This design comes from an exercise in tuning for small area, a short achievable clock period and few clock cycles on the open sky130 flow, not from production work.
The RTL was checked by simulation tests, not by an equivalence proof against the original design.
No activity file was given, so power comes from the tool's default toggle rates.

===== design/flow/flow/run.sh =====
#!/bin/bash
# Standard ORFS layout (the standard.sh: unchanged synthesis and steps), with
# - the port buffers that buffer_ports adds made buf_4 instead of its default
#   (a slow delay buffer), so input and output paths start from a fast buffer.
set -euo pipefail
export SETUP_SLACK_MARGIN=8.7
export BUFFER_PORTS_ARGS="-buffer_cell sky130_fd_sc_hd__buf_4"
bash standard.sh > standard_make.log 2>&1

===== design/flow/standard.sh =====
#!/bin/bash
# synth_recipe.tcl (not shown) runs the flow's synth.tcl, then flattens the netlist and writes it again
# the make line also repeats each setting of config.mk as NAME=value (left out here)
make -C /OpenROAD-flow-scripts/flow DESIGN_CONFIG=/design/flow/config.mk WORK_HOME=/design/flow/orfs CLKGATE_MAP_FILE= SYNTH_SCRIPT=/design/flow/synth_recipe.tcl "${@:-finish}"

===== design/flow/config.mk =====
export PLATFORM = sky130hd
export DESIGN_NAME = chip8_cpu
export DESIGN_NICKNAME = chip8_cpu
export VERILOG_FILES = /design/flow/design.v
export SDC_FILE = /design/flow/constraint.sdc
export NUM_CORES = 4
export LEC_CHECK = 0
export CAP_MARGIN = 20
export CORE_MARGIN = 2
export CORE_UTILIZATION = 60
export CTS_BUF_LIST = sky130_fd_sc_hd__clkbuf_8
export CTS_CLUSTER_DIAMETER = 50
export CTS_CLUSTER_SIZE = 16
export SLEW_MARGIN = 20

===== design/flow/constraint.sdc =====
create_clock -name core_clock -period 12.0 [get_ports {clk}]
set_input_delay 2.4000 -clock core_clock [delete_from_list [all_inputs] [get_ports {clk}]]
set_output_delay 2.4000 -clock core_clock [all_outputs]
set_load 0.01 [all_outputs]

===== design/flow/design.v =====
`timescale 1ns / 1ps
module chip8_cpu (
    input wire clk,
    input wire reset,
    input wire [7:0] mem_data_in,
    input wire [15:0] key_pressed,
    output wire mem_read,
    output reg [11:0] mem_addr_out,
    output reg [7:0] mem_data_out,
    output reg mem_write
);
    reg        q_hi, q_lo, q_ld;
    reg        t_hi, t_lo, t_ld;
    reg        m_st, m_ld, m_bcd, m_key, m_res;
    reg [3:0]  i;            
    reg [3:0]  mx;           
    reg [11:0] pcs;          
    reg [7:0]  ir_hi, ir_lo;
    reg        ev;           
    reg [11:0] I;
    reg [7:0]  V[0:15];
    reg [11:0] stack[0:15];
    reg [3:0]  sp;
    reg [7:0]  delay_timer, sound_timer;
    reg [20:0] one_hz;       
    reg [15:0] lfsr;
    wire       dcy = t_lo;               
    wire [7:0] din = mem_data_in;
    wire       stream = !(m_st || m_ld || m_bcd || m_key || m_res);
    assign mem_read = !mem_write;        
    wire [7:0] vx = V[ir_hi[3:0]];
    wire [7:0] vy = V[m_st ? i : din[7:4]];
    reg  [7:0] opx, opy;
    always @(posedge clk) begin
        opx <= vx;
        opy <= vy;
    end
    reg  [3:0] key_idx;
    integer    k;
    always @(*) begin
        key_idx = 4'd0;
        for (k = 15; k >= 0; k = k - 1)
            if (key_pressed[k]) key_idx = k[3:0];
    end
    wire any_key = |key_pressed;
    reg  [3:0] key_idx_r;
    reg        any_key_r;
    always @(posedge clk) begin
        key_idx_r <= key_idx;
        any_key_r <= any_key;
    end
    wire [1:0] bcd_h = (vx >= 8'd200) ? 2'd2 : (vx >= 8'd100) ? 2'd1 : 2'd0;
    function [7:0] bcd_to;
        input [7:0] v;
        begin
            case (v)
                8'd0: bcd_to = {4'd0, 4'd0};
                8'd1: bcd_to = {4'd0, 4'd1};
                8'd2: bcd_to = {4'd0, 4'd2};
                8'd3: bcd_to = {4'd0, 4'd3};
                8'd4: bcd_to = {4'd0, 4'd4};
                8'd5: bcd_to = {4'd0, 4'd5};
                8'd6: bcd_to = {4'd0, 4'd6};
                8'd7: bcd_to = {4'd0, 4'd7};
                8'd8: bcd_to = {4'd0, 4'd8};
                8'd9: bcd_to = {4'd0, 4'd9};
                8'd10: bcd_to = {4'd1, 4'd0};
                8'd11: bcd_to = {4'd1, 4'd1};
                8'd12: bcd_to = {4'd1, 4'd2};
                8'd13: bcd_to = {4'd1, 4'd3};
                8'd14: bcd_to = {4'd1, 4'd4};
                8'd15: bcd_to = {4'd1, 4'd5};
                8'd16: bcd_to = {4'd1, 4'd6};
                8'd17: bcd_to = {4'd1, 4'd7};
                8'd18: bcd_to = {4'd1, 4'd8};
                8'd19: bcd_to = {4'd1, 4'd9};
                8'd20: bcd_to = {4'd2, 4'd0};
                8'd21: bcd_to = {4'd2, 4'd1};
                8'd22: bcd_to = {4'd2, 4'd2};
                8'd23: bcd_to = {4'd2, 4'd3};
                8'd24: bcd_to = {4'd2, 4'd4};
                8'd25: bcd_to = {4'd2, 4'd5};
                8'd26: bcd_to = {4'd2, 4'd6};
                8'd27: bcd_to = {4'd2, 4'd7};
                8'd28: bcd_to = {4'd2, 4'd8};
                8'd29: bcd_to = {4'd2, 4'd9};
                8'd30: bcd_to = {4'd3, 4'd0};
                8'd31: bcd_to = {4'd3, 4'd1};
                8'd32: bcd_to = {4'd3, 4'd2};
                8'd33: bcd_to = {4'd3, 4'd3};
                8'd34: bcd_to = {4'd3, 4'd4};
                8'd35: bcd_to = {4'd3, 4'd5};
                8'd36: bcd_to = {4'd3, 4'd6};
                8'd37: bcd_to = {4'd3, 4'd7};
                8'd38: bcd_to = {4'd3, 4'd8};
                8'd39: bcd_to = {4'd3, 4'd9};
                8'd40: bcd_to = {4'd4, 4'd0};
                8'd41: bcd_to = {4'd4, 4'd1};
                8'd42: bcd_to = {4'd4, 4'd2};
                8'd43: bcd_to = {4'd4, 4'd3};
                8'd44: bcd_to = {4'd4, 4'd4};
                8'd45: bcd_to = {4'd4, 4'd5};
                8'd46: bcd_to = {4'd4, 4'd6};
                8'd47: bcd_to = {4'd4, 4'd7};
                8'd48: bcd_to = {4'd4, 4'd8};
                8'd49: bcd_to = {4'd4, 4'd9};
                8'd50: bcd_to = {4'd5, 4'd0};
                8'd51: bcd_to = {4'd5, 4'd1};
                8'd52: bcd_to = {4'd5, 4'd2};
                8'd53: bcd_to = {4'd5, 4'd3};
                8'd54: bcd_to = {4'd5, 4'd4};
                8'd55: bcd_to = {4'd5, 4'd5};
                8'd56: bcd_to = {4'd5, 4'd6};
                8'd57: bcd_to = {4'd5, 4'd7};
                8'd58: bcd_to = {4'd5, 4'd8};
                8'd59: bcd_to = {4'd5, 4'd9};
                8'd60: bcd_to = {4'd6, 4'd0};
                8'd61: bcd_to = {4'd6, 4'd1};
                8'd62: bcd_to = {4'd6, 4'd2};
                8'd63: bcd_to = {4'd6, 4'd3};
                8'd64: bcd_to = {4'd6, 4'd4};
                8'd65: bcd_to = {4'd6, 4'd5};
                8'd66: bcd_to = {4'd6, 4'd6};
                8'd67: bcd_to = {4'd6, 4'd7};
                8'd68: bcd_to = {4'd6, 4'd8};
                8'd69: bcd_to = {4'd6, 4'd9};
                8'd70: bcd_to = {4'd7, 4'd0};
                8'd71: bcd_to = {4'd7, 4'd1};
                8'd72: bcd_to = {4'd7, 4'd2};
                8'd73: bcd_to = {4'd7, 4'd3};
                8'd74: bcd_to = {4'd7, 4'd4};
                8'd75: bcd_to = {4'd7, 4'd5};
                8'd76: bcd_to = {4'd7, 4'd6};
                8'd77: bcd_to = {4'd7, 4'd7};
                8'd78: bcd_to = {4'd7, 4'd8};
                8'd79: bcd_to = {4'd7, 4'd9};
                8'd80: bcd_to = {4'd8, 4'd0};
                8'd81: bcd_to = {4'd8, 4'd1};
                8'd82: bcd_to = {4'd8, 4'd2};
                8'd83: bcd_to = {4'd8, 4'd3};
                8'd84: bcd_to = {4'd8, 4'd4};
                8'd85: bcd_to = {4'd8, 4'd5};
                8'd86: bcd_to = {4'd8, 4'd6};
                8'd87: bcd_to = {4'd8, 4'd7};
                8'd88: bcd_to = {4'd8, 4'd8};
                8'd89: bcd_to = {4'd8, 4'd9};
                8'd90: bcd_to = {4'd9, 4'd0};
                8'd91: bcd_to = {4'd9, 4'd1};
                8'd92: bcd_to = {4'd9, 4'd2};
                8'd93: bcd_to = {4'd9, 4'd3};
                8'd94: bcd_to = {4'd9, 4'd4};
                8'd95: bcd_to = {4'd9, 4'd5};
                8'd96: bcd_to = {4'd9, 4'd6};
                8'd97: bcd_to = {4'd9, 4'd7};
                8'd98: bcd_to = {4'd9, 4'd8};
                8'd99: bcd_to = {4'd9, 4'd9};
                8'd100: bcd_to = {4'd0, 4'd0};
                8'd101: bcd_to = {4'd0, 4'd1};
                8'd102: bcd_to = {4'd0, 4'd2};
                8'd103: bcd_to = {4'd0, 4'd3};
                8'd104: bcd_to = {4'd0, 4'd4};
                8'd105: bcd_to = {4'd0, 4'd5};
                8'd106: bcd_to = {4'd0, 4'd6};
                8'd107: bcd_to = {4'd0, 4'd7};
                8'd108: bcd_to = {4'd0, 4'd8};
                8'd109: bcd_to = {4'd0, 4'd9};
                8'd110: bcd_to = {4'd1, 4'd0};
                8'd111: bcd_to = {4'd1, 4'd1};
                8'd112: bcd_to = {4'd1, 4'd2};
                8'd113: bcd_to = {4'd1, 4'd3};
                8'd114: bcd_to = {4'd1, 4'd4};
                8'd115: bcd_to = {4'd1, 4'd5};
                8'd116: bcd_to = {4'd1, 4'd6};
                8'd117: bcd_to = {4'd1, 4'd7};
                8'd118: bcd_to = {4'd1, 4'd8};
                8'd119: bcd_to = {4'd1, 4'd9};
                8'd120: bcd_to = {4'd2, 4'd0};
                8'd121: bcd_to = {4'd2, 4'd1};
                8'd122: bcd_to = {4'd2, 4'd2};
                8'd123: bcd_to = {4'd2, 4'd3};
                8'd124: bcd_to = {4'd2, 4'd4};
                8'd125: bcd_to = {4'd2, 4'd5};
                8'd126: bcd_to = {4'd2, 4'd6};
                8'd127: bcd_to = {4'd2, 4'd7};
                8'd128: bcd_to = {4'd2, 4'd8};
                8'd129: bcd_to = {4'd2, 4'd9};
                8'd130: bcd_to = {4'd3, 4'd0};
                8'd131: bcd_to = {4'd3, 4'd1};
                8'd132: bcd_to = {4'd3, 4'd2};
                8'd133: bcd_to = {4'd3, 4'd3};
                8'd134: bcd_to = {4'd3, 4'd4};
                8'd135: bcd_to = {4'd3, 4'd5};
                8'd136: bcd_to = {4'd3, 4'd6};
                8'd137: bcd_to = {4'd3, 4'd7};
                8'd138: bcd_to = {4'd3, 4'd8};
                8'd139: bcd_to = {4'd3, 4'd9};
                8'd140: bcd_to = {4'd4, 4'd0};
                8'd141: bcd_to = {4'd4, 4'd1};
                8'd142: bcd_to = {4'd4, 4'd2};
                8'd143: bcd_to = {4'd4, 4'd3};
                8'd144: bcd_to = {4'd4, 4'd4};
                8'd145: bcd_to = {4'd4, 4'd5};
                8'd146: bcd_to = {4'd4, 4'd6};
                8'd147: bcd_to = {4'd4, 4'd7};
                8'd148: bcd_to = {4'd4, 4'd8};
                8'd149: bcd_to = {4'd4, 4'd9};
                8'd150: bcd_to = {4'd5, 4'd0};
                8'd151: bcd_to = {4'd5, 4'd1};
                8'd152: bcd_to = {4'd5, 4'd2};
                8'd153: bcd_to = {4'd5, 4'd3};
                8'd154: bcd_to = {4'd5, 4'd4};
                8'd155: bcd_to = {4'd5, 4'd5};
                8'd156: bcd_to = {4'd5, 4'd6};
                8'd157: bcd_to = {4'd5, 4'd7};
                8'd158: bcd_to = {4'd5, 4'd8};
                8'd159: bcd_to = {4'd5, 4'd9};
                8'd160: bcd_to = {4'd6, 4'd0};
                8'd161: bcd_to = {4'd6, 4'd1};
                8'd162: bcd_to = {4'd6, 4'd2};
                8'd163: bcd_to = {4'd6, 4'd3};
                8'd164: bcd_to = {4'd6, 4'd4};
                8'd165: bcd_to = {4'd6, 4'd5};
                8'd166: bcd_to = {4'd6, 4'd6};
                8'd167: bcd_to = {4'd6, 4'd7};
                8'd168: bcd_to = {4'd6, 4'd8};
                8'd169: bcd_to = {4'd6, 4'd9};
                8'd170: bcd_to = {4'd7, 4'd0};
                8'd171: bcd_to = {4'd7, 4'd1};
                8'd172: bcd_to = {4'd7, 4'd2};
                8'd173: bcd_to = {4'd7, 4'd3};
                8'd174: bcd_to = {4'd7, 4'd4};
                8'd175: bcd_to = {4'd7, 4'd5};
                8'd176: bcd_to = {4'd7, 4'd6};
                8'd177: bcd_to = {4'd7, 4'd7};
                8'd178: bcd_to = {4'd7, 4'd8};
                8'd179: bcd_to = {4'd7, 4'd9};
                8'd180: bcd_to = {4'd8, 4'd0};
                8'd181: bcd_to = {4'd8, 4'd1};
                8'd182: bcd_to = {4'd8, 4'd2};
                8'd183: bcd_to = {4'd8, 4'd3};
                8'd184: bcd_to = {4'd8, 4'd4};
                8'd185: bcd_to = {4'd8, 4'd5};
                8'd186: bcd_to = {4'd8, 4'd6};
                8'd187: bcd_to = {4'd8, 4'd7};
                8'd188: bcd_to = {4'd8, 4'd8};
                8'd189: bcd_to = {4'd8, 4'd9};
                8'd190: bcd_to = {4'd9, 4'd0};
                8'd191: bcd_to = {4'd9, 4'd1};
                8'd192: bcd_to = {4'd9, 4'd2};
                8'd193: bcd_to = {4'd9, 4'd3};
                8'd194: bcd_to = {4'd9, 4'd4};
                8'd195: bcd_to = {4'd9, 4'd5};
                8'd196: bcd_to = {4'd9, 4'd6};
                8'd197: bcd_to = {4'd9, 4'd7};
                8'd198: bcd_to = {4'd9, 4'd8};
                8'd199: bcd_to = {4'd9, 4'd9};
                8'd200: bcd_to = {4'd0, 4'd0};
                8'd201: bcd_to = {4'd0, 4'd1};
                8'd202: bcd_to = {4'd0, 4'd2};
                8'd203: bcd_to = {4'd0, 4'd3};
                8'd204: bcd_to = {4'd0, 4'd4};
                8'd205: bcd_to = {4'd0, 4'd5};
                8'd206: bcd_to = {4'd0, 4'd6};
                8'd207: bcd_to = {4'd0, 4'd7};
                8'd208: bcd_to = {4'd0, 4'd8};
                8'd209: bcd_to = {4'd0, 4'd9};
                8'd210: bcd_to = {4'd1, 4'd0};
                8'd211: bcd_to = {4'd1, 4'd1};
                8'd212: bcd_to = {4'd1, 4'd2};
                8'd213: bcd_to = {4'd1, 4'd3};
                8'd214: bcd_to = {4'd1, 4'd4};
                8'd215: bcd_to = {4'd1, 4'd5};
                8'd216: bcd_to = {4'd1, 4'd6};
                8'd217: bcd_to = {4'd1, 4'd7};
                8'd218: bcd_to = {4'd1, 4'd8};
                8'd219: bcd_to = {4'd1, 4'd9};
                8'd220: bcd_to = {4'd2, 4'd0};
                8'd221: bcd_to = {4'd2, 4'd1};
                8'd222: bcd_to = {4'd2, 4'd2};
                8'd223: bcd_to = {4'd2, 4'd3};
                8'd224: bcd_to = {4'd2, 4'd4};
                8'd225: bcd_to = {4'd2, 4'd5};
                8'd226: bcd_to = {4'd2, 4'd6};
                8'd227: bcd_to = {4'd2, 4'd7};
                8'd228: bcd_to = {4'd2, 4'd8};
                8'd229: bcd_to = {4'd2, 4'd9};
                8'd230: bcd_to = {4'd3, 4'd0};
                8'd231: bcd_to = {4'd3, 4'd1};
                8'd232: bcd_to = {4'd3, 4'd2};
                8'd233: bcd_to = {4'd3, 4'd3};
                8'd234: bcd_to = {4'd3, 4'd4};
                8'd235: bcd_to = {4'd3, 4'd5};
                8'd236: bcd_to = {4'd3, 4'd6};
                8'd237: bcd_to = {4'd3, 4'd7};
                8'd238: bcd_to = {4'd3, 4'd8};
                8'd239: bcd_to = {4'd3, 4'd9};
                8'd240: bcd_to = {4'd4, 4'd0};
                8'd241: bcd_to = {4'd4, 4'd1};
                8'd242: bcd_to = {4'd4, 4'd2};
                8'd243: bcd_to = {4'd4, 4'd3};
                8'd244: bcd_to = {4'd4, 4'd4};
                8'd245: bcd_to = {4'd4, 4'd5};
                8'd246: bcd_to = {4'd4, 4'd6};
                8'd247: bcd_to = {4'd4, 4'd7};
                8'd248: bcd_to = {4'd4, 4'd8};
                8'd249: bcd_to = {4'd4, 4'd9};
                8'd250: bcd_to = {4'd5, 4'd0};
                8'd251: bcd_to = {4'd5, 4'd1};
                8'd252: bcd_to = {4'd5, 4'd2};
                8'd253: bcd_to = {4'd5, 4'd3};
                8'd254: bcd_to = {4'd5, 4'd4};
                8'd255: bcd_to = {4'd5, 4'd5};
                default: bcd_to = 8'd0;
            endcase
        end
    endfunction
    wire [7:0] bcd_e = bcd_to(opx);
    wire [3:0] bcd_t = bcd_e[7:4];
    wire [3:0] bcd_o = bcd_e[3:0];
    wire [3:0]  dop   = ir_hi[7:4];
    wire        d_jmp = (dop == 4'h1) || (dop == 4'h2);
    wire        d_ret = (ir_hi == 8'h00) && (din == 8'hEE);
    wire        eq_nn = (vx == din);
    wire        key_x = key_pressed[vx[3:0]];
    reg         d_skip;
    always @(*) begin
        case (dop)
            4'h3: d_skip = eq_nn;
            4'h4: d_skip = !eq_nn;
            4'hE: d_skip = ((din == 8'h9E) && key_x) || ((din == 8'hA1) && !key_x);
            default: d_skip = 1'b0;
        endcase
    end
    wire d_f     = (dop == 4'hF);
    wire d_st    = d_f && (din == 8'h55);
    wire d_ld    = d_f && (din == 8'h65);
    wire d_bcd   = d_f && (din == 8'h33);
    wire d_key   = d_f && (din == 8'h0A);
    wire d_mem   = d_st || d_ld || d_bcd || d_key;
    wire d_redir = d_jmp || d_ret || d_skip;
    wire x_zero  = (ir_hi[3:0] == 4'd0);
    reg [11:0] target;
    always @(*) begin
        if (d_jmp)      target = {ir_hi[3:0], din};
        else if (d_ret) target = stack[sp - 4'd1];
        else            target = mem_addr_out + 12'd2;     
    end
    wire       d8     = (dop == 4'h8);
    reg        c_sub_xy, c_sub_yx, c_nn, c_flag;
    always @(posedge clk) begin
        c_sub_xy <= d8 && (din[3:0] == 4'h5);
        c_sub_yx <= d8 && (din[3:0] == 4'h7);
        c_nn     <= (dop == 4'h7);
        c_flag   <= dcy && d8 && (din[3:0] == 4'h4 || din[3:0] == 4'h5 || din[3:0] == 4'h6 ||
                                  din[3:0] == 4'h7 || din[3:0] == 4'hE);
    end
    wire [3:0] eop = ir_hi[7:4];
    wire [3:0] en  = ir_lo[3:0];
    wire [7:0] nn  = ir_lo;
    wire [7:0] a_op = c_sub_yx ? ~opx : opx;
    wire [7:0] b_op = c_nn ? nn : c_sub_xy ? ~opy : opy;
    wire [8:0] sum  = {1'b0, a_op} + {1'b0, b_op} + {8'd0, c_sub_xy | c_sub_yx};
    wire       e_bnn  = ev && (eop == 4'hB);
    wire       e_skip = ev && (((eop == 4'h5) && (opx == opy)) || ((eop == 4'h9) && (opx != opy)));
    reg        e_we, e_wf;
    reg [7:0]  e_wd;
    reg        e_f;
    always @(*) begin
        e_we = 1'b0; e_wf = c_flag; e_wd = 8'd0; e_f = 1'b0;
        if (ev) begin
            case (eop)
                4'h6: begin e_we = 1'b1; e_wd = nn; end
                4'h7: begin e_we = 1'b1; e_wd = sum[7:0]; end
                4'h8: case (en)
                    4'h0: begin e_we = 1'b1; e_wd = opy; end
                    4'h1: begin e_we = 1'b1; e_wd = opx | opy; end
                    4'h2: begin e_we = 1'b1; e_wd = opx & opy; end
                    4'h3: begin e_we = 1'b1; e_wd = opx ^ opy; end
                    4'h4, 4'h5, 4'h7: begin e_we = 1'b1; e_wd = sum[7:0]; e_f = sum[8]; end
                    4'h6: begin e_we = 1'b1; e_wd = {1'b0, opx[7:1]}; e_f = opx[0]; end
                    4'hE: begin e_we = 1'b1; e_wd = {opx[6:0], 1'b0}; e_f = opx[7]; end
                    default: ;
                endcase
                4'hC: begin e_we = 1'b1; e_wd = nn & lfsr[7:0]; end
                4'hF: if (nn == 8'h07) begin e_we = 1'b1; e_wd = delay_timer; end
                default: ;
            endcase
        end
    end
    reg        w_en;
    reg [3:0]  w_idx;
    reg [7:0]  w_dat;
    always @(*) begin
        if (t_ld) begin
            w_en = 1'b1; w_idx = i - 4'd2; w_dat = din;
        end else if (m_key) begin
            w_en = any_key_r; w_idx = mx; w_dat = {4'd0, key_idx_r};
        end else begin
            w_en = e_we; w_idx = ir_hi[3:0]; w_dat = e_wd;
        end
    end
    integer r;
    always @(posedge clk) begin
        for (r = 0; r < 16; r = r + 1)
            if (r == 15 && e_wf)
                V[r] <= {7'd0, e_f};
            else if (w_en && w_idx == r[3:0])
                V[r] <= w_dat;
        if (dcy && dop == 4'h2)
            stack[sp] <= mem_addr_out;
    end
    always @(posedge clk) begin
        if (t_hi) ir_hi <= din;
        if (dcy) begin
            ir_lo <= din;
            mx <= ir_hi[3:0];
            pcs <= mem_addr_out + 12'd1;
            mem_data_out <= din[6] ? V[0] : {6'd0, bcd_h};    
        end else if (m_st) begin
            mem_data_out <= vy;
        end else if (m_bcd) begin
            mem_data_out <= {4'd0, i[0] ? bcd_t : bcd_o};
        end
        if (dcy)
            i <= 4'd1;
        else if (m_st || m_ld || m_bcd || m_res)
            i <= i + 4'd1;
    end
    always @(posedge clk or posedge reset) begin
        if (reset) begin
            mem_addr_out <= 12'h200;
            mem_write <= 1'b0;
            q_hi <= 1'b1; q_lo <= 1'b0; q_ld <= 1'b0;
            t_hi <= 1'b0; t_lo <= 1'b0; t_ld <= 1'b0;
            m_st <= 1'b0; m_ld <= 1'b0; m_bcd <= 1'b0; m_key <= 1'b0; m_res <= 1'b0;
            ev <= 1'b0;
            I <= 12'd0;
            sp <= 4'd0;
            delay_timer <= 8'd0;
            sound_timer <= 8'd0;
            one_hz <= 21'h1FFFFF;
            lfsr <= 16'hACE1;
        end else begin
            if (one_hz == 21'h0E2A3E) begin
                one_hz <= 21'h1FFFFF;
                if (delay_timer != 8'd0) delay_timer <= delay_timer - 8'd1;
                if (sound_timer != 8'd0) sound_timer <= sound_timer - 8'd1;
            end else begin
                one_hz <= {one_hz[19:0], one_hz[20] ^ one_hz[18]};
            end
            ev <= dcy;
            t_hi <= q_hi && !(dcy && d_redir);
            t_lo <= q_lo && !e_skip && !e_bnn;
            t_ld <= q_ld;
            mem_write <= 1'b0;
            q_ld <= 1'b0;
            if (stream) begin
                mem_addr_out <= mem_addr_out + 12'd1;
                q_hi <= q_lo;
                q_lo <= q_hi;
                if (dcy) begin
                    if (d_redir) begin
                        mem_addr_out <= target;
                        q_hi <= 1'b1;
                        q_lo <= 1'b0;
                    end else if (d_mem) begin
                        mem_addr_out <= I;
                        q_hi <= 1'b0;
                        q_lo <= 1'b0;
                        q_ld <= d_ld;
                        mem_write <= d_st || d_bcd;
                        m_st <= d_st && !x_zero;
                        m_ld <= d_ld && !x_zero;
                        m_bcd <= d_bcd;
                        m_key <= d_key;
                        m_res <= (d_st || d_ld) && x_zero;
                    end
                    if (dop == 4'h2) sp <= sp + 4'd1;
                    if (d_ret) sp <= sp - 4'd1;
                end
                if (e_bnn) begin
                    mem_addr_out <= {ir_hi[3:0], ir_lo} + {4'd0, V[0]};
                    q_hi <= 1'b1;
                    q_lo <= 1'b0;
                end
            end else begin
                if (m_st || m_ld || m_bcd)
                    mem_addr_out <= mem_addr_out + 12'd1;
                if (m_st || m_bcd)
                    mem_write <= 1'b1;
                if (m_ld)
                    q_ld <= 1'b1;
                if ((m_st || m_ld) && i == mx) begin
                    m_st <= 1'b0;
                    m_ld <= 1'b0;
                    m_res <= 1'b1;
                end
                if (m_bcd && i[1]) begin
                    m_bcd <= 1'b0;
                    m_res <= 1'b1;
                end
                if (m_res || (m_key && any_key_r)) begin
                    mem_addr_out <= pcs;
                    q_lo <= 1'b1;
                    m_res <= 1'b0;
                    m_key <= 1'b0;
                end
            end
            if (ev) begin
                case (eop)
                    4'hA: I <= {ir_hi[3:0], ir_lo};
                    4'hC: lfsr <= {lfsr[14:0], lfsr[15] ^ lfsr[13] ^ lfsr[12] ^ lfsr[10]};
                    4'hF: case (nn)
                        8'h15: delay_timer <= opx;
                        8'h18: sound_timer <= opx;
                        8'h1E: I <= I + {4'd0, opx};
                        8'h29: I <= {6'd0, opx[3:0], 2'd0} + {8'd0, opx[3:0]};
                        default: ;
                    endcase
                    default: ;
                endcase
            end
        end
    end
endmodule

==> results of run 1 <==
==> worst max-delay path: stages (launching register included) <==
cell      delay [ns]
edfxtp_1        0.42
buf_6           0.12
buf_6           0.12
buf_16          0.12
buf_6           0.10
and3b_1         0.19
a31oi_2         0.17
o211ai_1        0.10
buf_4           0.18
o32a_4          0.44
nand2b_4        0.17
a22oi_2         0.25
a22oi_2         0.21
a2111o_1        0.54
nand3_4         0.19
o21ai_2         0.09
a222oi_1        0.39
o31ai_1         0.14
==> what timing repair did <==
item	4_1_cts	5_1_grt
hold buffers	0	0
setup endpoints to repair	297	289
gates resized for setup	341	109
gates cloned	24	2
buffers inserted	136	52
pin swaps	88	91
==> how the worst max path moves through the flow <==
stage,to,slack [ns],from
after floorplan,mem_data_out[5],7.79,mem_data_in[6]
after detailed placement,mem_addr_out[3],7.04,ir_hi[2]
final,mem_addr_out[4],7.87,ir_hi[1]
after CTS,mem_addr_out[9],8.10,mem_addr_out[9]
after global placement,mem_data_out[1],6.99,mem_data_in[5]
after global routing,mem_addr_out[4],7.89,ir_hi[1]
==> state kept, by name, summed over array words and instances, names as in the netlist, 7 cells and up <==
signal        flops
stack           192
V               128
one_hz           21
lfsr             16
I                12
mem_addr_out     12
pcs              12
delay_timer       8
ir_hi             8
ir_lo             8
mem_data_out      8
opx               8
opy               8
bcd_e             7
==> synth_stat cells (all sizes together), types with 9 or more instances <==
| cell type | number | area share, % |
|---|---|---|
| a211oi | 20 | 0.61 |
| a21o | 21 | 0.64 |
| a21oi | 108 | 2.2 |
| a221oi | 26 | 0.94 |
| a222oi | 11 | 0.44 |
| a22o | 32 | 1.1 |
| a22oi | 46 | 1.4 |
| a31oi | 18 | 0.54 |
| buf | 36 | 1.0 |
| clkbuf | 93 | 1.4 |
| dfrtp | 55 | 5.5 |
| dfstp | 31 | 3.3 |
| dfxtp | 43 | 3.5 |
| edfxtp | 353 | 43 |
| ha | 57 | 2.9 |
| inv | 81 | 1.2 |
| mux2 | 27 | 1.2 |
| mux2i | 49 | 2.0 |
| mux4 | 64 | 5.8 |
| nand2 | 176 | 2.7 |
| nand2b | 31 | 0.78 |
| nand3 | 36 | 0.78 |
| nand4 | 26 | 0.66 |
| nor2 | 187 | 2.8 |
| nor2b | 19 | 0.48 |
| nor3 | 47 | 0.99 |
| nor4 | 13 | 0.35 |
| o21ai | 128 | 2.6 |
| o21bai | 9 | 0.27 |
| o221ai | 10 | 0.38 |
| o22a | 13 | 0.46 |
| o22ai | 16 | 0.40 |
| o31ai | 10 | 0.30 |
| or3 | 11 | 0.28 |
| xnor2 | 57 | 2.0 |
| xor2 | 35 | 1.2 |
==> placed cells by master, fill, tap and decap left out, drive strengths merged, types with 34 or more instances in the layout <==
master and count:
xor2 35, a21oi 108, buf 289, xnor2 57
clkbuf 47, ha 57, a22oi 46, o21ai 128
mux2i 49, inv 95, a22o 34, nor3 47
dfrtp 55, mux4 64, dfxtp 43, edfxtp 353
nor2 187, nand3 36, nand2 176
==> final cells by class <==
type	count	area share (%)
repair inverters	1	0.0161
repair buffers	303	11.0
clock inverters	35	1.02
flip-flops and latches	482	44.1
clock buffers	46	2.04
well taps	532	2.14
diodes	5	0.0403
inverters	81	1.15
multi-input cells	1419	38.5
==> cells by family (layout without fill, tap and decap cells) <==
logic type	Yosys count	count (layout)
and+or+nand+nor	587	587
xor gates and xnor gates	92	92
DFF	482	482
adders and majority gates	62	62
muxes	140	140
AOI/OAI and AO/OA	533	538
buffers and inverters	210	466
other	0	5
==> power breakdown <==
| group | internal, W | switching (W) | total (W) |
|---|---|---|---|
| logic | 0.00173 | 0.00217 | 0.00391 |
| registers | 0.00209 | 0.000243 | 0.00233 |
| clock network | 0.000431 | 0.000627 | 0.00106 |
| total | 0.00425 | 0.00304 | 0.00729 |
==> stage by stage <==
step	power, W	std cells	worst slack (ns)	hold WS [ns]	utilization (%)
after floorplan	0.00418	2106	7.79	0.331	-
after global placement	0.00496	2599	6.99	0.332	63.6
after detailed placement	0.00502	2603	7.04	0.339	63.7
after CTS	0.00689	2844	8.10	0.359	73.8
after global routing	0.00754	2899	7.89	0.370	76.0
final	0.00729	2904	7.87	0.361	76.0
==> per-layer routing <==
metal / wire length (um) / global-route usage (%) / part of all wire, % / up-vias
li1: - / - / - / 8453
met1: 33300 / 55.8 / 37 / 10000
met2: 37700 / 57.6 / 42 / 1747
met3: 12600 / 12.3 / 14 / 436
met4: 5250 / 18.8 / 5.9 / 8
met5: 52 / 0 / 0.058 / -
==> out/results.ini, run 1 <==
[outcome]
status=no timing/DRC/antenna violations

[clock_tree]
cts_tree=done
clk_path_buf_depth=3
root_buffer=clkbuf_8
cts.sinks=482
cts.clk_slew.worst_paths_ns=0.11
htree_levels=2
insertion_delay_ns=0.69
numCtsBuffers=45

[final_layout]
postLayoutCellArea_um2=31000
fillers=2533
multi_input_area_um2=12000
nets=2421
syn2layout_area_growth_pct=25.2
ff_latch_area_um2=13700
drive_gt1_share_pct=33.2

[sta]
finalHoldViolations=0
rsz0062_at_grt=yes
finalCriticalPeriod_ns=4.13
period_share_pct=34.5
finalSetupViolCount=0
worst_pin_slew_ns=1.01
fin_tns_setup_ns=0
fmax_mhz=242
slew_headroom_pct=32.0
drv_slew=0
finClkSkew_ns=0.0414

[power_and_ir_drop]
cellLeakagePower_nw=11.6
vdd_drop_max_v=0.000166
p_per_area_nw_per_um2=235

[hold_path]
min_from=q_ld
hold_path.class=reg -> reg
worstHoldEndpoint=t_ld
hold_path_depth=0

[setup_path]
start_kind=flop
crit_type=reg -> reg
reg2regPathDepth=17
r2r_end=mem_addr_out[4]
reg2reg_from=ir_hi[1]
cp.required_ns=12.53
critical_path_arrival_ns=4.67
worstPathMaxFanout=7
end_kind=flop
r2r_slack_ns=7.87

[routing]
dr.first_iter.drc_count=3057
wl_per_cell_um=30.6
drt-total-wl_um=88900
first_pass_iters=7
drc=0
drtAntennaViolNets=0
viasPerCell=7.12
vias=20700

[global_routing]
grtUsageTotal_pct=40.0
grt_max_degree=54
overflow=0
grt_pass1_wl_um=128000
grt_pass1_vias=19600
antenna_found_initial=7

[yosys]
yosysWarningCount=2
syn_area_um2=24800
synth-edff-count=353
synth_fp_nets=2194
async_reset_ff_share_pct=17.8
ys_ff_latch=482
synth_compound_area_share_pct=14.6
synth.avg_cell_area_um2=11.8
synth_top_family_by_area=compound AO/OA/AOI/OAI gates
syn_inst=2106
synthDistinctLibCells=99
synth.area.mux_share_pct=9.03
synth_ff_type=edfxtp_1
synthSimpleGateAreaFrac_pct=11.1
synth-xor-area-share_pct=3.28
ys_seq_area_share_pct=55.0
synthAdderAreaFrac_pct=3.28

[flow_run]
cap_violations=0

[die]
boundaryPins=48
die_area_um2=43000
core-area_um2=40800
initial_core_util_pct=60.7
die_w_um=207
rows=74
die_h_um=207

[place]
gp_congestion=0.981
io_buffers=47
dpl_cell_area_um2=26000
dp_hpwl_um=53400

Testbench counts, summed over its fixed seeds: cycles 204,165.
==> run 2: changes to the inputs <==
--- a/design/flow/flow/run.sh
+++ b/design/flow/flow/run.sh
@@ -4,5 +4,5 @@
 #   (a slow delay buffer), so input and output paths start from a fast buffer.
 set -euo pipefail
-export SETUP_SLACK_MARGIN=8.7
+export SETUP_SLACK_MARGIN=7.5
 export BUFFER_PORTS_ARGS="-buffer_cell sky130_fd_sc_hd__buf_4"
 bash standard.sh > standard_make.log 2>&1
==> out/results.ini, run 2 <==
[outcome]
status=no timing/DRC/antenna violations

[yosys]
synthDistinctLibCells=99
synth.area.mux_share_pct=9.03
synth.area.top_cells=edfxtp_1 (43%), mux4_2 (5.8%), dfrtp_1 (5.5%)
synth_most_common_cell=edfxtp_1
async_reset_ff_share_pct=17.8
synth_fp_nets=2194
syn_inst=2106
ys_ff_latch=482
synth-xor-area-share_pct=3.28
synth_top_family_by_area=compound AO/OA/AOI/OAI gates
yosys.area.top_type=edfxtp_1
synthAdderAreaFrac_pct=3.28
ys_seq_area_share_pct=55.0
yosysWarningCount=2
synth_ff_type=edfxtp_1
synthSimpleGateAreaFrac_pct=11.1
synth_compound_area_share_pct=14.6
syn_area_um2=24800
synth_top_area_share_pct=42.7
synth.avg_cell_area_um2=11.8
synth-edff-count=353
synth_top_cells_by_count=edfxtp_1 (353), nor2_1 (186), nand2_1 (175), o21ai_0 (118), a21oi_1 (107)

[final_layout]
finalNonFillerCells=2700
n_antenna_cell=0
top_register=stack
final_cell_mix=edfxtp_1 (353), nand2_1 (174), nor2_1 (173), o21ai_0 (118)
nets=2224
drive_gt1_share_pct=16.7
largest_reg_flops=192
fillers=3141
syn2layout_area_growth_pct=8.14
final_common_cell=edfxtp_1
largest_registers=stack x192, V x128, one_hz x21
final_core_util_pct=65.7

[power_and_ir_drop]
p_seq_share_pct=37.6
p_switching_w=0.00250
cellLeakagePower_nw=9.81
internal_power_w=0.00362
combPwrFrac_pct=44.7
pwr-share-clk_pct=17.7
p_per_area_nw_per_um2=228
p_sw_share_pct=40.9
power_w=0.00612
vdd_drop_max_v=0.000153

[global_routing]
grtUsageTotal_pct=34.1
grt_max_degree=79
grt_pass1_wl_um=111000
grt_pass1_vias=17400
antenna_found_initial=2
overflow=0

[sta]
slew_headroom_pct=25.8
period_share_pct=37.1
drv_slew=0
finalSetupViolCount=0
finalCriticalPeriod_ns=4.45
worst_pin_slew_ns=1.11
finClkSkew_ns=0.0372
fmax_mhz=225
fin_ws_ns=7.55
rsz0062_at_grt=no
fin_tns_setup_ns=0
finalHoldViolations=0

[clock_tree]
numCtsBuffers=45
cts.clk_slew.worst_paths_ns=0.10
clk_path_buf_depth=3
root_buffer=clkbuf_8
cts.sinks=482
cts_hold_buf=0
insertion_delay_ns=0.67
cts_tree=done
htree_levels=2

[setup_path]
start_kind=primary input
crit_slowest_cell=nor2_1
cp.required_ns=12.49
crit_start=mem_data_in[6]
slowest_delay_ns=0.88
cp_cell_sequence=buf_4, nor3b_1, a31oi_1, nor2_1, a22o_1, a221oi_1, nand4_1, o22a_1, a21oi_1, o21ai_0
reg2reg_from=ir_hi[0]
end_kind=flop
critical_path_arrival_ns=4.94
worstPathMaxFanout=22
crit_type=in -> reg

[die]
rows=74
boundaryPins=48
die_h_um=207
core-area_um2=40800
die_w_um=207
initial_core_util_pct=60.7
die_area_um2=43000

[routing]
dr.first_iter.drc_count=2567
viasPerCell=6.79
vias=18300
drt-total-wl_um=73900
drtAntennaViolNets=0
wl_per_cell_um=27.4
drc=0
first_pass_iters=7

[place]
placedCellCount=2618
dp_hpwl_um=50800
pre_cts_slack_ns=6.98
io_buffers=47
gp_congestion=0.959

[flow_run]
cap_violations=0

[hold_path]
min_from=q_ld
hold_path.class=reg -> reg

[run 2: path summary, 6_finish.rpt]
| kind | slack [ns] | to | cells past startpoint |
|---|---|---|---|
| worst min register to register | 0.36 | t_ld | 0 |
| min in group asynchronous | 1.66 | lfsr[14] | 2 |
| worst min-delay path | 0.36 | t_ld | 0 |
| worst max-delay path | 7.55 | mem_data_out[2] | 10 |
| max in group asynchronous | 9.32 | sp[0] | 3 |
| worst max register to register | 7.63 | mem_addr_out[2] | 13 |
[run 2: power groups by stage]
stage	combinational [W]	sequential [W]	clock, W
after floorplan	0.00186	0.00229	0
after global placement	0.00263	0.00232	0
after detailed placement	0.00267	0.00233	0
after CTS	0.00269	0.00229	0.00110
after global routing	0.00296	0.00231	0.00115
final	0.00274	0.00230	0.00108
[run 2: cells by family (layout without fill, tap and decap cells)]
logic type	Yosys count	in the layout
compound gates	533	533
flops	482	482
fa+ha+maj	62	62
mux	140	140
xor+xnor	92	92
buf+inv	210	272
simple gates	587	587
[run 2: layer usage]
metal / track usage (%) / vias up / wire length, um
met5: 0 / - / 13
met4: 12.7 / 2 / 3060
li1: - / 8019 / -
met3: 7.13 / 225 / 7980
met2: 52.2 / 1087 / 33500
met1: 48.4 / 9012 / 29400
[run 2: cell type report]
class                           instances  area (um2)  area share, %
Inverter                               81         315           1.18
Sequential cell                       482       13700           50.9
Timing Repair Buffer                  111         852           3.18
Timing Repair inverter                  1        5.00         0.0187
Multi-Input combinational cell       1414       10400           38.6
Clock inverter                         34         354           1.32
Tap cell                              532         666           2.48
Clock buffer                           45         619           2.31
[run 2: timing repair]
item | 4_1_cts | 5_1_grt
buffers inserted | 0 | 2
gates resized for setup | 7 | 10
pin swaps | 0 | 0
gates cloned | 1 | 0
hold endpoints to repair | 0 | 0
setup endpoints to repair | 13 | 15
[run 2: per-stage QoR]
stage,area (um2),hold WS [ns]
2_1_floorplan,24800,0.331
3_3_place_gp,25700,0.334
3_5_place_dp,25800,0.337
4_1_cts,26800,0.358
5_1_grt,26800,0.373
6_report,26800,0.357
[run 2: worst max-delay path: cells and delay by family]
family	cells	cell delay, ns
compound gates	6	0.99
simple gates	3	1.29
buf+inv	1	0.25
==> run 3: changes to the inputs <==
--- a/design/flow/flow/run.sh
+++ b/design/flow/flow/run.sh
@@ -4,5 +4,5 @@
 #   (a slow delay buffer), so input and output paths start from a fast buffer.
 set -euo pipefail
-export SETUP_SLACK_MARGIN=7.5
+export SETUP_SLACK_MARGIN=8
 export BUFFER_PORTS_ARGS="-buffer_cell sky130_fd_sc_hd__buf_4"
 bash standard.sh > standard_make.log 2>&1
--- a/design/flow/config.mk
+++ b/design/flow/config.mk
@@ -8,5 +8,5 @@
 export CAP_MARGIN = 20
 export CORE_MARGIN = 2
-export CORE_UTILIZATION = 60
+export CORE_UTILIZATION = 70
 export CTS_BUF_LIST = sky130_fd_sc_hd__clkbuf_8
 export CTS_CLUSTER_DIAMETER = 50
==> out/results.ini, run 3 <==
[clock_tree]
cts.sinks=482
cts.clk_slew.worst_paths_ns=0.09
insertion_delay_ns=0.71
cts_tree=done
clk_path_buf_depth=3
htree_levels=2
cts_hold_buf=0
numCtsBuffers=45
root_buffer=clkbuf_8

[final_layout]
largest_registers=stack x192, V x128, one_hz x21
final_cell_mix=edfxtp_1 (353), nand2_1 (170), nor2_1 (152), buf_4 (116), o21ai_0 (114)
syn2layout_area_growth_pct=11.2
nets=2247
drive_gt1_share_pct=20.7
final_common_cell=edfxtp_1
top_register=stack
largest_reg_flops=192
finalNonFillerCells=2648

[die]
die_area_um2=37000
die_h_um=192
initial_core_util_pct=71.5
die_w_um=192
core-area_um2=34700
boundaryPins=48
rows=68

[routing]
drtAntennaViolNets=0
drt-total-wl_um=77100
dr.first_iter.drc_count=2989
wl_per_cell_um=29.1
viasPerCell=7.27
first_pass_iters=10
drc=0
vias=19300

[setup_path]
critical_path_arrival_ns=4.42
crit_end=V[1][6]
crit_type=reg -> reg
r2r_slack_ns=7.89
cp.required_ns=12.30
reg2regPathDepth=8
r2r_end=V[1][6]
crit_start=ir_hi[4]
start_kind=flop
end_kind=flop
worstPathMaxFanout=21
reg2reg_from=ir_hi[4]

[yosys]
synth-edff-count=353
async_reset_ff_share_pct=17.8
ys_seq_area_share_pct=55.0
yosysWarningCount=2
syn_area_um2=24800
yosys.area.top_type=edfxtp_1
synth_most_common_cell=edfxtp_1
synth_fp_nets=2194
ys_ff_latch=482
syn_inst=2106
synthDistinctLibCells=99
synth_top_area_share_pct=42.7
synth.avg_cell_area_um2=11.8
synth.area.top_cells=edfxtp_1 (43%), mux4_2 (5.8%), dfrtp_1 (5.5%)
synth_top_cells_by_count=edfxtp_1 (353), nor2_1 (186), nand2_1 (175), o21ai_0 (118), a21oi_1 (107)
synth_ff_type=edfxtp_1

[sta]
drv_slew=0
finalSetupViolCount=0
slew_headroom_pct=25.8
worst_pin_slew_ns=1.11
rsz0062_at_grt=yes
fin_tns_setup_ns=0
finClkSkew_ns=0.0538
timing.hold.ws_ns=0.370
period_share_pct=34.3
finalHoldViolations=0
finalCriticalPeriod_ns=4.11
fmax_mhz=243

[place]
placedCellCount=2531
gp_congestion=1.02
io_buffers=47
dp_hpwl_um=50700

[outcome]
status=no timing/DRC/antenna violations

[global_routing]
antenna_found_initial=2
overflow=0
grt_pass1_wl_um=112000
grtUsageTotal_pct=41.5
grt_max_degree=61
grt_pass1_vias=18400

[power_and_ir_drop]
cellLeakagePower_nw=10.1
vdd_drop_max_v=0.000173
power_w=0.00629
p_per_area_nw_per_um2=228

[flow_run]
cap_violations=0

[hold_path]
hold_path.class=reg -> reg

-- run 3: layout make-up --
class	count	area (um2)
diodes	1	2.50
clock buffers	49	674
clock inverters	31	260
fillers	2020	7120
inverters	81	329
multi-input cells	1417	10900
flip-flops and latches	482	13700
well taps	455	569
repair buffers	131	1150
repair inverters	1	5.00
-- run 3: per-layer routing --
metal  GRT usage [%]  share of wire, %  vias to the layer above
met2            63.8                45                     1636
li1                -                 -                     8081
met1            52.6                34                     9144
met4            25.1               7.2                        2
met3            11.9                13                      401
met5               0             0.018                        -
-- run 3: critical path, cell delays in order (launching register included) --
cell	delay [ns]
edfxtp_1	0.58
nand4_1	0.12
buf_4	0.25
or3b_2	0.52
nor4_4	0.49
o21ai_0	0.40
a21oi_1	0.39
nand2_1	0.29
nor2_2	0.68
-- run 3: worst min path at each step --
| stage | startpoint | end | cells past startpoint | slack [ns] |
|---|---|---|---|---|
| 2_1_floorplan | q_ld | t_ld | 0 | 0.33 |
| 3_3_place_gp | q_ld | t_ld | 0 | 0.33 |
| 3_5_place_dp | q_ld | t_ld | 0 | 0.34 |
| 4_1_cts | one_hz[1] | one_hz[2] | 0 | 0.37 |
| 5_1_grt | one_hz[1] | one_hz[2] | 0 | 0.37 |
| 6_report | one_hz[13] | one_hz[14] | 0 | 0.37 |
-- run 3: power breakdown --
part	internal, W	total, W	leakage [nW]	switching, W
registers	0.00208	0.00235	4.63	0.000265
logic	0.00116	0.00288	4.95	0.00172
clock network	0.000428	0.00106	0.517	0.000628
-- run 3: per-stage QoR --
step	utilization [%]	setup WS [ns]	cell area (um2)
after global routing	79.5	7.76	27600
final	79.5	7.89	27600
after detailed placement	74.6	6.50	25900
after global placement	74.5	6.61	25900
after floorplan	-	7.77	25200
after CTS	78.1	8.00	27100
-- run 3: repair_timing --
action	CTS	global route
setup endpoints to repair	165	142
resized for setup	51	47
pin swaps	5	15
buffers inserted	10	19
gates cloned	3	4
-- run 3: kinds of logic after synthesis --
| logic type | share of synthesized area, % |
|---|---|
| AND/OR/NAND/NOR | 11.1 |
| multiplexers | 9.03 |
| flip-flops | 55.0 |
| AO/OA/AOI/OAI | 14.6 |
| adder cells (fa/ha/maj) | 3.28 |
| XOR/XNOR | 3.28 |
| buffers and inverters | 3.67 |
==> run 4: changes to the inputs <==
--- a/design/flow/config.mk
+++ b/design/flow/config.mk
@@ -6,9 +6,9 @@
 export NUM_CORES = 4
 export LEC_CHECK = 0
-export CAP_MARGIN = 20
+export CAP_MARGIN = 5
 export CORE_MARGIN = 2
-export CORE_UTILIZATION = 70
+export CORE_UTILIZATION = 60
 export CTS_BUF_LIST = sky130_fd_sc_hd__clkbuf_8
 export CTS_CLUSTER_DIAMETER = 50
 export CTS_CLUSTER_SIZE = 16
-export SLEW_MARGIN = 20
+export SLEW_MARGIN = 5
==> out/results.ini, run 4 <==
[setup_path]
r2r_slack_ns=7.79
crit_start=ir_lo[1]
end_kind=flop
critical_path_arrival_ns=4.48
reg2reg_from=ir_lo[1]
start_kind=flop
worstPathMaxFanout=15
cp.required_ns=12.28
crit_type=reg -> reg

[sta]
finalSetupViolCount=0
fmax_mhz=238
timing.hold.ws_ns=0.360
finClkSkew_ns=0.0304
finalCriticalPeriod_ns=4.21
finalHoldViolations=0
fin_tns_setup_ns=0
drv_slew=0
rsz0062_at_grt=yes
worst_pin_slew_ns=1.24
period_share_pct=35.1
slew_headroom_pct=17.2

[routing]
drc=0
wl_per_cell_um=28.0
vias=18800
first_pass_iters=9
drtAntennaViolNets=0
viasPerCell=6.85
dr.first_iter.drc_count=2474
drt-total-wl_um=76700

[power_and_ir_drop]
internal_power_w=0.00368
p_sw_share_pct=41.1
p_seq_share_pct=36.7
p_per_area_nw_per_um2=224
pwr-share-clk_pct=17.0
cellLeakagePower_nw=10.2
p_switching_w=0.00257
vdd_drop_max_v=0.000187
combPwrFrac_pct=46.4

[clock_tree]
htree_levels=2
numCtsBuffers=46
cts_tree=done
cts.clk_slew.worst_paths_ns=0.11
insertion_delay_ns=0.67
root_buffer=clkbuf_8
clk_path_buf_depth=3
cts.sinks=482

[global_routing]
grt_pass1_wl_um=111000
antenna_found_initial=0
met1_usage_pct=49.0
use_met2_pct=51.0
grtUsageMet3_pct=7.13
grt-busiest-layer=met2
overflow=0
grt_pass1_vias=17700
grtUsageTotal_pct=34.1
grt_max_degree=54

[yosys]
synth_fp_nets=2194
synth.area.top_cells=edfxtp_1 (43%), mux4_2 (5.8%), dfrtp_1 (5.5%)
synth-edff-count=353
synth_ff_type=edfxtp_1
synth_top_cells_by_count=edfxtp_1 (353), nor2_1 (186), nand2_1 (175), o21ai_0 (118), a21oi_1 (107)
ys_ff_latch=482
syn_area_um2=24800
syn_inst=2106
synth_most_common_cell=edfxtp_1
synthDistinctLibCells=99
yosys.area.top_type=edfxtp_1
synth_top_area_share_pct=42.7
synth.avg_cell_area_um2=11.8
async_reset_ff_share_pct=17.8
ys_seq_area_share_pct=55.0
yosysWarningCount=2

[final_layout]
n_antenna_cell=0
top_register=stack
final_common_cell=edfxtp_1
drive_gt1_share_pct=21.5
syn2layout_area_growth_pct=12.3
postLayoutCellArea_um2=27900
largest_registers=stack x192, V x128, one_hz x21
largest_reg_flops=192
final_cell_mix=edfxtp_1 (353), nand2_1 (171), nor2_1 (152), buf_4 (126), o21ai_0 (113)
nets=2261

[outcome]
status=no timing/DRC/antenna violations

[hold_path]
min_from=q_ld
hold_path.class=reg -> reg

[place]
io_buffers=47
gp_congestion=0.990
dpl_cell_area_um2=26000
dp_hpwl_um=50300

[die]
initial_core_util_pct=60.7
die_h_um=207
core-area_um2=40800
die_area_um2=43000
boundaryPins=48
rows=74
die_w_um=207

[flow_run]
cap_violations=0

## run 4: final timing paths
path / endpoint / depth (start not counted)
min in group asynchronous: lfsr[3] / 2
worst max-delay path: V[6][0] / 11
max in group asynchronous: sp[0] / 3
worst min-delay path: t_ld / 0
worst min register to register: t_ld / 0
worst max register to register: V[6][0] / 11
## run 4: timing repair
item | 4_1_cts | 5_1_grt
buffers inserted | 7 | 26
hold buffers | 0 | 0
gates resized for setup | 36 | 65
pin swaps | 2 | 15
setup endpoints to repair | 123 | 85
cloned | 1 | 8
## run 4: area by class of cell
| type | count | area [um2] |
|---|---|---|
| flip-flops and latches | 482 | 13700 |
| fillers | 3007 | 13000 |
| multi-input cells | 1416 | 10900 |
| repair buffers | 145 | 1300 |
| clock buffers | 49 | 674 |
| well taps | 532 | 666 |
| inverters | 81 | 328 |
| clock inverters | 35 | 294 |
| repair inverters | 1 | 5.00 |
## run 4: power groups by stage
stage	clock, W	sequential [W]	combinational, W
3_3_place_gp	0	0.00232	0.00262
6_report	0.00106	0.00229	0.00290
4_1_cts	0.00107	0.00229	0.00272
5_1_grt	0.00113	0.00231	0.00311
2_1_floorplan	0	0.00229	0.00189
3_5_place_dp	0	0.00232	0.00266
## run 4: metrics by stage
step,power [W],setup WS (ns),utilization (%),cells
6_report,0.00625,7.79,68.2,2741
5_1_grt,0.00655,7.72,68.2,2741
4_1_cts,0.00608,7.92,66.6,2706
3_5_place_dp,0.00498,7.11,63.8,2614
3_3_place_gp,0.00494,7.14,63.8,2614
2_1_floorplan,0.00418,7.77,-,2106
## run 4: critical path: stages, from the launching register on
cell and delay (ns):
edfxtp_1 0.34, buf_4 0.26, inv_1 0.25, nor2_1 0.55, nand2_1 0.29, nand2_1 0.13
nand2_1 0.14, nand2_1 0.09, o21ai_0 0.22, a21boi_0 0.37, nand2_1 0.19, nor2_1 0.97
## run 4: cell families after synthesis
logic type / Yosys count / synth area share, %
and+or+nand+nor: 587 / 11.1
buffers and inverters: 210 / 3.67
adders and majority gates: 62 / 3.28
AOI/OAI and AO/OA: 533 / 14.6
xor gates and xnor gates: 92 / 3.28
muxes: 140 / 9.03
DFF: 482 / 55.0
## run 4: routing by layer
| layer | vias to the layer above | routed length [um] | part of all wire (%) |
|---|---|---|---|
| li1 | 8110 | - | - |
| met1 | 9266 | 31000 | 40 |
| met2 | 1154 | 34200 | 45 |
| met3 | 242 | 8210 | 11 |
| met4 | 0 | 3320 | 4.3 |
| met5 | - | 0 | 0 |
==> run 5: changes to the inputs <==
--- a/design/flow/flow/run.sh
+++ b/design/flow/flow/run.sh
@@ -4,5 +4,5 @@
 #   (a slow delay buffer), so input and output paths start from a fast buffer.
 set -euo pipefail
-export SETUP_SLACK_MARGIN=8
+export SETUP_SLACK_MARGIN=8.3
 export BUFFER_PORTS_ARGS="-buffer_cell sky130_fd_sc_hd__buf_4"
 bash standard.sh > standard_make.log 2>&1
--- a/design/flow/config.mk
+++ b/design/flow/config.mk
@@ -6,5 +6,5 @@
 export NUM_CORES = 4
 export LEC_CHECK = 0
-export CAP_MARGIN = 5
+export CAP_MARGIN = 20
 export CORE_MARGIN = 2
 export CORE_UTILIZATION = 60
@@ -12,3 +12,3 @@
 export CTS_CLUSTER_DIAMETER = 50
 export CTS_CLUSTER_SIZE = 16
-export SLEW_MARGIN = 5
+export SLEW_MARGIN = 20
==> out/results.ini, run 5 <==
[final_layout]
final_cell_mix=edfxtp_1 (353), nand2_1 (165), buf_4 (163), nor2_1 (145), o21ai_0 (105)
largest_registers=stack x192, V x128, one_hz x21
nets=2352
drive_gt1_share_pct=28.0
postLayoutCellArea_um2=29600
final_common_cell=edfxtp_1
largest_reg_flops=192
n_antenna_cell=0
syn2layout_area_growth_pct=19.4
top_register=stack

[clock_tree]
htree_levels=2
cts_tree=done
cts_hold_buf=0
cts.clk_slew.worst_paths_ns=0.10
root_buffer=clkbuf_8
insertion_delay_ns=0.69
cts.sinks=482
numCtsBuffers=47
clk_path_buf_depth=3

[place]
gp_congestion=0.948
io_buffers=47
dp_hpwl_um=51200
pre_cts_slack_ns=6.95
dpl_cell_area_um2=26100

[setup_path]
reg2regPathDepth=14
critical_path_arrival_ns=4.29
r2r_slack_ns=8.13
worstPathMaxFanout=7
r2r_end=mem_addr_out[3]
crit_type=in -> reg
cp_cell_sequence=buf_16, buf_4, nor3b_4, a31oi_4, nor2_4, a22o_1, a221oi_2, nand4_1, o22a_1, a21oi_2, o21ai_0
timing.critical_path.buf_inv=2
crit_family=compound AO/OA/AOI/OAI gates
cp.required_ns=12.39
end_kind=flop
crit_slowest_cell=a31oi_4
start_kind=primary input
reg2reg_from=ir_hi[0]
slowest_delay_ns=0.30

[yosys]
synthDistinctLibCells=99
synth_ff_type=edfxtp_1
synth.avg_cell_area_um2=11.8
synth_most_common_cell=edfxtp_1
syn_inst=2106
synth_fp_nets=2194
synth_top_cells_by_count=edfxtp_1 (353), nor2_1 (186), nand2_1 (175), o21ai_0 (118), a21oi_1 (107)
ys_ff_latch=482
ys_seq_area_share_pct=55.0
synth_top_area_share_pct=42.7
syn_area_um2=24800
synth.area.top_cells=edfxtp_1 (43%), mux4_2 (5.8%), dfrtp_1 (5.5%)
async_reset_ff_share_pct=17.8
synth-edff-count=353
yosysWarningCount=2
yosys.area.top_type=edfxtp_1

[global_routing]
grt_max_degree=53
antenna_found_initial=3
grtUsageTotal_pct=37.9
grt_pass1_wl_um=122000
grt_pass1_vias=18700
overflow=0

[routing]
viasPerCell=7.00
dr.first_iter.drc_count=2732
drtAntennaViolNets=0
wl_per_cell_um=29.2
drt-total-wl_um=82700
vias=19800
drc=0
first_pass_iters=9

[die]
die_area_um2=43000
core-area_um2=40800
boundaryPins=48
rows=74
die_w_um=207
initial_core_util_pct=60.7
die_h_um=207

[sta]
drv_slew=0
timing.hold.ws_ns=0.365
slew_headroom_pct=40.8
finalSetupViolCount=0
period_share_pct=32.5
rsz0062_at_grt=yes
fin_ws_ns=8.10
finalHoldViolations=0
finClkSkew_ns=0.0506
fmax_mhz=256
fin_tns_setup_ns=0
worst_pin_slew_ns=0.885
finalCriticalPeriod_ns=3.90

[hold_path]
hold_path.class=reg -> reg
worstHoldEndpoint=t_ld
min_from=q_ld
hold_path_depth=0

[flow_run]
cap_violations=0

[outcome]
status=no timing/DRC/antenna violations

[power_and_ir_drop]
p_per_area_nw_per_um2=230
vdd_drop_max_v=0.000141
cellLeakagePower_nw=11.0

[run 5: cell types whose count changed in the layout (fill, tap and decap cells not counted), sizes merged]
cell / previous run / this run
bufinv: 1 / 2
clkinvlp: 6 / 9
buf: 139 / 219
clkbuf: 55 / 49
bufbuf: 0 / 14
inv: 97 / 94
clkinv: 13 / 11
[run 5: layer usage]
layer,wire [um],part of all wire (%),global-route usage (%),vias to the layer above
li1,-,-,-,8332
met1,31800,39,54.4,9701
met2,35600,43,54.3,1408
met3,10600,13,9.64,346
met4,4660,5.6,18.4,6
met5,37,0.045,0,-
[run 5: metrics by stage]
| step | util, % | power, W | instances |
|---|---|---|---|
| 3_3_place_gp | 63.7 | 0.00498 | 2610 |
| 2_1_floorplan | - | 0.00418 | 2106 |
| 6_report | 72.5 | 0.00682 | 2828 |
| 4_1_cts | 71.1 | 0.00664 | 2793 |
| 5_1_grt | 72.5 | 0.00710 | 2828 |
| 3_5_place_dp | 63.8 | 0.00503 | 2611 |
[run 5: layout make-up]
class | count | area (um2)
fill | 2778 | 11200
timing repair buffer | 234 | 2610
clock buffer | 48 | 661
inverter | 81 | 350
tap | 532 | 666
clock inverter | 33 | 327
sequential | 482 | 13700
timing repair inverter | 2 | 12.5
multi-input combinational | 1416 | 11300
[run 5: worst register-to-register path, stage by stage, from the launching register on]
cell and delay [ns]:
edfxtp_1 0.44, buf_4 0.19, bufbuf_16 0.31, a31o_2 0.24, o21ai_2 0.36, a31o_4 0.29
clkinvlp_4 0.14, xnor2_2 0.19, nand3_1 0.14, o31a_1 0.35, nor3_4 0.29, nand3_4 0.21
mux2_4 0.34, a31oi_2 0.17, o22a_1 0.13
[run 5: power by group]
| part | switching (W) | internal, W |
|---|---|---|
| clock | 0.000643 | 0.000449 |
| combinational | 0.00194 | 0.00148 |
| sequential | 0.000227 | 0.00209 |
| total | 0.00281 | 0.00401 |
[run 5: worst max-delay path by stage]
stage | startpoint | end | slack [ns] | cells past startpoint
6_report | mem_data_in[7] | mem_data_out[2] | 8.10 | 11
4_1_cts | mem_addr_out[9] | mem_addr_out[9] | 8.15 | 1
5_1_grt | ir_hi[3] | mem_addr_out[4] | 8.02 | 15
3_3_place_gp | ir_hi[2] | mem_addr_out[3] | 6.96 | 14
3_5_place_dp | ir_hi[2] | mem_addr_out[3] | 6.95 | 14
2_1_floorplan | mem_data_in[6] | mem_data_out[1] | 7.77 | 10
[run 5: timing repair]
action / CTS / global route
cloned: 20 / 1
endpoints found under the setup margin: 224 / 151
setup buffers: 81 / 34
pin swaps: 47 / 61
gates resized for setup: 188 / 72
[run 5: cell families after synthesis]
kind of cell    share of synthesized area, %
fa+ha+maj                               3.28
xor+xnor                                3.28
buf+inv                                 3.67
flops                                   55.0
simple gates                            11.1
mux                                     9.03
compound gates                          14.6
==> run 6: changes to the inputs <==
--- a/design/flow/flow/run.sh
+++ b/design/flow/flow/run.sh
@@ -4,5 +4,5 @@
 #   (a slow delay buffer), so input and output paths start from a fast buffer.
 set -euo pipefail
-export SETUP_SLACK_MARGIN=8.3
+export SETUP_SLACK_MARGIN=8
 export BUFFER_PORTS_ARGS="-buffer_cell sky130_fd_sc_hd__buf_4"
 bash standard.sh > standard_make.log 2>&1
--- a/design/flow/config.mk
+++ b/design/flow/config.mk
@@ -8,5 +8,5 @@
 export CAP_MARGIN = 20
 export CORE_MARGIN = 2
-export CORE_UTILIZATION = 60
+export CORE_UTILIZATION = 55
 export CTS_BUF_LIST = sky130_fd_sc_hd__clkbuf_8
 export CTS_CLUSTER_DIAMETER = 50
==> out/results.ini, run 6 <==
[final_layout]
final_cell_mix=edfxtp_1 (353), nand2_1 (170), nor2_1 (158), buf_4 (137), o21ai_0 (115)
top_register=stack
largest_registers=stack x192, V x128, one_hz x21
syn2layout_area_growth_pct=14.3
drive_gt1_share_pct=22.6
fillers=3473
nets=2284
largest_reg_flops=192
final_common_cell=edfxtp_1

[die]
rows=77
boundaryPins=48
die_h_um=216
core-area_um2=44400
initial_core_util_pct=55.8
die_area_um2=46800
die_w_um=216

[routing]
drc=0
vias=19000
viasPerCell=6.73
wl_per_cell_um=28.4
drtAntennaViolNets=0
first_pass_iters=8
dr.first_iter.drc_count=2896
drt-total-wl_um=80200

[setup_path]
timing.critical_path.buf_inv=2
crit_type=reg -> reg
worstPathMaxFanout=13
cp_cell_sequence=buf_12, buf_16, mux2i_2, o221ai_2, a222oi_1, a31oi_4, mux2i_1, a22o_1, o22a_1, a2111o_1, nand3_4, mux2_4, a31oi_1, o22a_1
reg2reg_from=ir_hi[3]
critical_path_arrival_ns=4.63
crit_slowest_cell=a222oi_1
crit_family=compound AO/OA/AOI/OAI gates
cp.required_ns=12.60
r2r_slack_ns=7.97
crit_end=mem_addr_out[3]
r2r_end=mem_addr_out[3]
end_kind=flop
start_kind=flop
slowest_delay_ns=0.60
reg2regPathDepth=14
path_common_cell=o22a_1
crit_start=ir_hi[3]
path_depth=14

[yosys]
synth-xor-area-share_pct=3.28
synth.area.top_cells=edfxtp_1 (43%), mux4_2 (5.8%), dfrtp_1 (5.5%)
async_reset_ff_share_pct=17.8
synth_top_area_share_pct=42.7
synth.avg_cell_area_um2=11.8
syn_inst=2106
synth_top_family_by_area=compound AO/OA/AOI/OAI gates
ys_ff_latch=482
synthSimpleGateAreaFrac_pct=11.1
syn_area_um2=24800
synth-edff-count=353
synth_ff_type=edfxtp_1
yosysWarningCount=2
synth_top_cells_by_count=edfxtp_1 (353), nor2_1 (186), nand2_1 (175), o21ai_0 (118), a21oi_1 (107)
synth_fp_nets=2194
synth_most_common_cell=edfxtp_1
synth_compound_area_share_pct=14.6
yosys.area.top_type=edfxtp_1
synthDistinctLibCells=99
synthAdderAreaFrac_pct=3.28
ys_seq_area_share_pct=55.0
synth.area.mux_share_pct=9.03

[place]
pre_cts_slack_ns=6.77
gp_congestion=0.958
io_buffers=47
dp_hpwl_um=52800

[flow_run]
cap_violations=0

[hold_path]
hold_path.class=reg -> reg

[sta]
worst_pin_slew_ns=1.25
finalSetupViolCount=0
slew_headroom_pct=16.7
fmax_mhz=248
fin_tns_setup_ns=0
finalHoldViolations=0
drv_slew=0
finalCriticalPeriod_ns=4.03
fin_ws_ns=7.97
rsz0062_at_grt=yes
finClkSkew_ns=0.0669
period_share_pct=33.6

[clock_tree]
root_buffer=clkbuf_8
cts.sinks=482
numCtsBuffers=50
clk_path_buf_depth=3
insertion_delay_ns=0.69
cts_hold_buf=0
htree_levels=2
cts.clk_slew.worst_paths_ns=0.10
cts_tree=done

[global_routing]
grt_pass1_wl_um=115000
grtUsageMet3_pct=5.77
use_met2_pct=49.0
grtUsageTotal_pct=33.1
grt_pass1_vias=17800
antenna_found_initial=2
grt_max_degree=58
met1_usage_pct=48.5
grt-busiest-layer=met2
overflow=0

[power_and_ir_drop]
p_seq_share_pct=35.5
p_sw_share_pct=41.7
combPwrFrac_pct=46.6
internal_power_w=0.00379
cellLeakagePower_nw=10.4
pwr-share-clk_pct=17.8
vdd_drop_max_v=0.000153
p_switching_w=0.00271
p_per_area_nw_per_um2=229

[outcome]
status=no timing/DRC/antenna violations

-- run 6: cell families (layout without fill, tap and decap cells) --
group | after synthesis | after routing
AO/OA/AOI/OAI | 533 | 534
XOR/XNOR | 92 | 92
adder cells (fa/ha/maj) | 62 | 62
buffers and inverters | 210 | 335
flip-flops | 482 | 482
multiplexers | 140 | 140
other | 0 | 1
AND/OR/NAND/NOR | 587 | 587
-- run 6: cell type report --
class,count,area [um2],area share (%)
flip-flops and latches,482,13700,48.2
clock inverters,35,374,1.32
repair inverters,2,12.5,0.0441
well taps,592,741,2.61
clock buffers,53,729,2.57
inverters,81,329,1.16
multi-input cells,1415,10900,38.6
repair buffers,164,1550,5.48
diodes,1,2.50,0.00883
-- run 6: through the flow --
stage / instance area (um2) / cells / util (%) / power [W] / hold WS [ns]
6_report: 28300 / 2825 / 63.8 / 0.00650 / 0.362
5_1_grt: 28300 / 2824 / 63.8 / 0.00680 / 0.375
4_1_cts: 27600 / 2780 / 62.0 / 0.00632 / 0.356
3_5_place_dp: 26100 / 2673 / 58.8 / 0.00507 / 0.336
3_3_place_gp: 26100 / 2671 / 58.7 / 0.00503 / 0.335
2_1_floorplan: 25200 / 2106 / - / 0.00418 / 0.331
-- run 6: power groups by stage --
stage	Sequential (W)	Combinational, W	Clock (W)
after floorplan	0.00229	0.00189	0
after global placement	0.00234	0.00269	0
after detailed placement	0.00234	0.00273	0
after CTS	0.00230	0.00284	0.00118
after global routing	0.00232	0.00324	0.00124
final	0.00231	0.00303	0.00116
-- run 6: worst min path at each step --
stage               startpoint    endpoint  slack [ns]  depth (start not counted)
global placement          q_ld        t_ld        0.33                          0
detailed placement        q_ld        t_ld        0.34                          0
finish                    q_ld        t_ld        0.36                          0
floorplan                 q_ld        t_ld        0.33                          0
global route        one_hz[17]  one_hz[18]        0.37                          0
CTS                       q_ld        t_ld        0.36                          0
-- run 6: worst reg2reg max path, stage by stage (launching register included) --
cell and delay, ns:
edfxtp_1 0.46, buf_12 0.18, buf_16 0.16, mux2i_2 0.20, o221ai_2 0.12, a222oi_1 0.60
a31oi_4 0.22, mux2i_1 0.17, a22o_1 0.24, o22a_1 0.28, a2111o_1 0.50, nand3_4 0.19
mux2_4 0.31, a31oi_1 0.17, o22a_1 0.15
-- run 6: repair_timing --
action / in CTS / in global routing
gates resized for setup: 41 / 65
pin swaps: 6 / 32
gates cloned: 3 / 9
buffers inserted: 16 / 35
setup endpoints to repair: 64 / 135
hold endpoints to repair: 0 / 0
-- run 6: layer usage --
layer	up-vias	share of wire, %	wire (um)
met2	1229	44	35000
li1	8171	-	-
met1	9346	41	33000
met4	2	4.6	3680
met5	-	0.010	8
met3	253	11	8530

-- re-timing with driven ports --
No port has a modelled driver above. Below, the same layouts with a new extraction and two added sets of constraints. Step 1 (the two cells are an assumption about what drives the block):
set clk [get_ports {clk}]
set_driving_cell -lib_cell sky130_fd_sc_hd__clkbuf_16 $clk
set_driving_cell -lib_cell sky130_fd_sc_hd__buf_2 [delete_from_list [all_inputs] $clk]
Step 2 also shifts input and output timing later by t, the mid clock arrival at the registers, as if the neighbouring blocks saw the same clock. Three values: ideal, step 1, step 2; two values: the first two.
| run | shift t [ns] | slack for setup (ns) | pins driven straight from the clock port |
|---|---|---|---|
| run 1 | 0.727 | 7.866 / 7.866 / 7.245 | 1 |
| run 2 | 0.710 | 7.553 / 7.541 / 6.831 | 1 |
| run 3 | 0.743 | 7.889 / 7.889 / 7.254 | 1 |
| run 4 | 0.708 | 7.792 / 7.792 / 7.233 | 1 |
| run 5 | 0.721 | 8.097 / 8.020 / 7.299 | 1 |
| run 6 | 0.710 | 7.971 / 7.971 / 7.300 | 1 |
After both steps setup and hold are still met in every run listed. The setup slack of run 5, which loses most, moves by -0.077 ns with the drivers and by -0.798 ns with both steps.
